Source: an optimization exercise on an open RTL-to-GDS flow (aim: small area). Production flows keep margins and buffers that such runs may drop. Only simulation tests tie the RTL to the original design; equivalence was not proved.

===== flow/design.v =====
module Fir#(
	parameter	DATA_WIDTH = 32
)(
	input						clk,
	input						reset_n,
	input						control,
	input	[DATA_WIDTH - 1: 0] b,
	input	[DATA_WIDTH - 1: 0] x,
	output reg	[DATA_WIDTH - 1: 0]	data_out
);
	reg		[DATA_WIDTH - 1 : 0] 	b_array [8 : 0];
	reg		[DATA_WIDTH - 1 : 0] 	x_array [8 : 0];
	reg		[DATA_WIDTH - 1 : 0] 	h 		[8 : 0];
	reg		[DATA_WIDTH - 1 : 0]	s;
	integer i;
	always @(posedge clk) begin
		if ((control == 0)) begin
                for (i = 0; i < 8; i = i + 1) begin
                    b_array[i] <= b_array[i + 1];
                end
                b_array[8] <= b;
		end
	end
	always @(posedge clk) begin
        if (reset_n && (control == 1)) begin
            for (i = 8; i > 0; i = i - 1) begin
                x_array[i] <= x_array[i - 1];
            end
            x_array[0] <= x;
        end
    end
    always @* begin
        for (i = 0; i < 9; i = i + 1) begin
            h[i] = x_array[i] * b_array[i];
        end
        s = h[0] + h[1] + h[2] + h[3] + h[4] + h[5] + h[6] + h[7] + h[8];
    end
    always @(posedge clk) begin
        data_out <= s;
    end
endmodule

===== flow/run.sh =====
#!/bin/bash
# synth_recipe.tcl (not shown) runs the flow's synth.tcl, then flattens the netlist and writes it again
# the make line also repeats each setting of config.mk as NAME=value (left out here)
make -C /OpenROAD-flow-scripts/flow DESIGN_CONFIG=/design/flow/config.mk WORK_HOME=/design/flow/orfs CLKGATE_MAP_FILE= SYNTH_SCRIPT=/design/flow/synth_recipe.tcl finish

===== flow/config.mk =====
export PLATFORM = sky130hd
export DESIGN_NAME = Fir
export DESIGN_NICKNAME = Fir
export VERILOG_FILES = /design/flow/design.v
export SDC_FILE = /design/flow/constraint.sdc
export NUM_CORES = 4
export LEC_CHECK = 0
export CAP_MARGIN = 20
export CORE_MARGIN = 2
export CORE_UTILIZATION = 40
export SLEW_MARGIN = 20

===== flow/constraint.sdc =====
create_clock -name core_clock -period 13.0 [get_ports {clk}]
set_input_delay 2.6000 -clock core_clock [delete_from_list [all_inputs] [get_ports {clk}]]
set_output_delay 2.6000 -clock core_clock [all_outputs]
set_load 0.01 [all_outputs]

==> results_dict.tcl <==
set metrics [dict create \
    status "no timing/DRC/antenna violations" \
    placed_area_um2 171000 \
    criticalPathCategory "reg2reg" \
    startpoint "x_array[4][4]$_DFFE_PP_" \
    drv_cap 0 \
    die_x_um 643 \
    ant_nets 0 \
    wl_per_cell_um 28.6 \
    end_kind "flop" \
    r2r_cells 34 \
    drt_wl_total_um 620000 \
    min_period_ps 11570 \
    fin_tns_setup_ps 0 \
    gp_congestion 1.03 \
    ys_seq_area_frac 0.110 \
    cts_tree "built" \
    grt_max_degree 119 \
    place_inst 21500 \
    die-area_um2 414000 \
    synthesis.area_um2 163000 \
    syn_nets 21700 \
    io_buffers 98 \
    finalNetCount 21500 \
    worst_hold_path.endpoint "b_array[1][31]$_DFFE_PN_" \
    cp.arrival_ps 12200 \
    grt_pass1_vias 122000 \
    fillCellCount 39500 \
    die-height_um 643 \
    start_util 0.402 \
    drc 0 \
    crit_fanout 16 \
    rr_endpoint "data_out[31]$_DFF_P_" \
    cp_slowest_cell "edfxtp_1" \
    drt_iter0_drc 11800 \
    root_buffer "clkbuf_16" \
    cts_max_path_buffers 3 \
    track_usage 0.306 \
    hpwlAfterDp_um 496000 \
    worst_pin_slew_ps 1210 \
    start_kind "flop" \
    skew_ps 67.0 \
    dr.pass1.iters 6 \
    hold_depth 0 \
    syn_avg_cell_area_um2 9.96 \
    synth_ff_type "edfxtp_1" \
    worst-path-buf-inv 9 \
    cts_inserted_buffers 89 \
    vias_per_cell 5.22 \
    post_cts_resized 0 \
    min_period_over_period 0.890 \
    grt_pass1_wl_um 897000 \
    layout-drive-gt1-share 0.0280 \
    antenna_found_initial 63 \
    critPathTopFamily "adder cells" \
    area_delta_synth_final_pct 6.38 \
    insertion_delay_ps 810 \
    ys_async_sr_fraction 0 \
    setup_viol 0 \
    path_clk_slew_ps 60 \
    holdBufCountCts 0 \
    slew_viol_final 0 \
    ys.warnings.count 4 \
    ios 99 \
    ys_ff_latch 608 \
    syn_inst 16400 \
    hold_viol 0 \
    r2r_slack_ps 1430 \
    synth.distinct_cells 42 \
    rows 234 \
    hp-class "reg2reg" \
    r2r_start "x_array[4][4]$_DFFE_PP_" \
    cts.sinks 608 \
    design.core.area_um2 407000 \
    fin_cells 21700 \
    required_ps 13630 \
    final_area_um2 174000 \
    htree_levels 3 \
    vias 113000 \
    rsz0062_at_grt "false" \
    slew_headroom 0.190 \
    fmax_mhz 86.4 \
    cts_setup_buffers 0 \
    synth_edf_count 576 \
    path_common_cell "fa_1" \
    overflow 0 \
    crit_path_max_incr_delay_ps 1160 \
    min_from "b_array[2][31]$_DFFE_PN_" \
]
cell type report:
| class | instances | area (um^2) | area share |
|---|---|---|---|
| multi-input cells | 10700 | 126000 | 0.726 |
| flip-flops and latches | 608 | 17900 | 0.103 |
| inverters | 4380 | 16400 | 0.0946 |
| well taps | 5428 | 6790 | 0.0391 |
| repair buffers | 412 | 3500 | 0.0201 |
| clock buffers | 102 | 2300 | 0.0132 |
| clock inverters | 60 | 609 | 0.00350 |
| diodes | 37 | 92.6 | 0.000532 |
synthesized netlist by cell type, types with 2 or more instances:
cell,n,area (um^2)
a21o_1,14,105
buf_2,18,90.1
xnor2_2,2,32.5
a21oi_1,22,110
edfxtp_1,576,17300
xnor2_1,491,4300
o21bai_1,4,30.0
fa_1,4119,82500
inv_1,4380,16400
and3_1,2,12.5
nand2b_1,3,18.8
o21ai_0,7,35.0
xor2_1,103,902
clkbuf_1,736,2760
dfxtp_1,32,641
nand2_1,2288,8590
or3_1,2,12.5
clkbuf_2,2,10.0
a211oi_1,6,45.0
and2_1,2473,15500
nor3_1,2,10.0
xnor3_1,2,45.0
nor2_1,7,26.3
ha_1,1108,13900
nor2b_1,4,25.0
o21a_1,3,22.5
metrics by stage:
step / setup slack, ps / hold WS [ps] / utilization
after floorplan: 3220 / 421 / -
after global placement: 1830 / 462 / 0.420
after detailed placement: 1730 / 446 / 0.420
after CTS: 1640 / 480 / 0.427
after global routing: 1300 / 489 / 0.428
final: 1430 / 482 / 0.428
sequential cells by signal, indices dropped and copies added, names as in the netlist:
signal / flops
b_array: 288
data_out: 32
x_array: 288
placed cells by master (no fill, tap or decap), types with 6 or more instances in the layout:
cell	instances
inv_1	4379
fa_1	4119
and2_1	2472
nand2_1	2288
ha_1	1108
edfxtp_1	576
xnor2_1	491
buf_4	298
xor2_1	103
clkdlybuf4s50_1	98
clkbuf_16	90
diode_2	37
dfxtp_1	32
a21oi_1	22
clkinv_1	15
a21o_1	14
clkinv_2	14
clkbuf_1	12
buf_8	11
clkinvlp_4	9
bufinv_16	8
nor2_1	7
o21ai_0	7
a211oi_1	6
inv_6	6
worst max-delay path by stage:
stage,to,slack (ps),cells after the start
after floorplan,x_array[0][0]$_DFFE_PP_,3220,1
after global placement,data_out[31]$_DFF_P_,1830,33
after detailed placement,data_out[31]$_DFF_P_,1730,34
after CTS,data_out[31]$_DFF_P_,1640,34
after global routing,data_out[31]$_DFF_P_,1300,34
final,data_out[31]$_DFF_P_,1430,34
layer usage:
layer	GRT usage	up-vias	share of wire
met5	0	-	0.00015
met4	0.189	16	0.076
met3	0.0679	1320	0.10
met2	0.457	6238	0.43
met1	0.406	60200	0.39
li1	-	45600	-
logic make-up after synthesis:
kind of cell    after synthesis  synth area share
simple gates               4787             0.148
xor+xnor                    598            0.0323
fa+ha+maj                  5227             0.589
buf+inv                    5137             0.118
flops                       608             0.110
compound gates               65           0.00263

==> re-timing with driven ports <==
The results above use ideal ports. As a check the final layout listed here was re-extracted and re-timed, cells and wires unchanged. Step 1 (the two cells are an assumption about what drives the block):
set clk [get_ports {clk}]
set_driving_cell -lib_cell sky130_fd_sc_hd__clkbuf_16 $clk
set_driving_cell -lib_cell sky130_fd_sc_hd__buf_2 [delete_from_list [all_inputs] $clk]
Step 2, shift: input delay + t, output delay - t, t = (earliest + latest rising clock arrival at the registers) / 2. This alone moves slack from input paths to output paths. Three values: ideal, step 1, step 2; two values: the first two.
shift t [ns]: 0.873
setup WS [ns]: 1.427 / 1.427 / 1.427
worst hold slack (ns): 0.482 / 0.482 / 0.482
worst setup path at the end: register to register
After both steps this run still meets setup and hold. For this run, drivers alone change the setup slack by 0.000 ns; drivers and shift together by 0.000 ns.
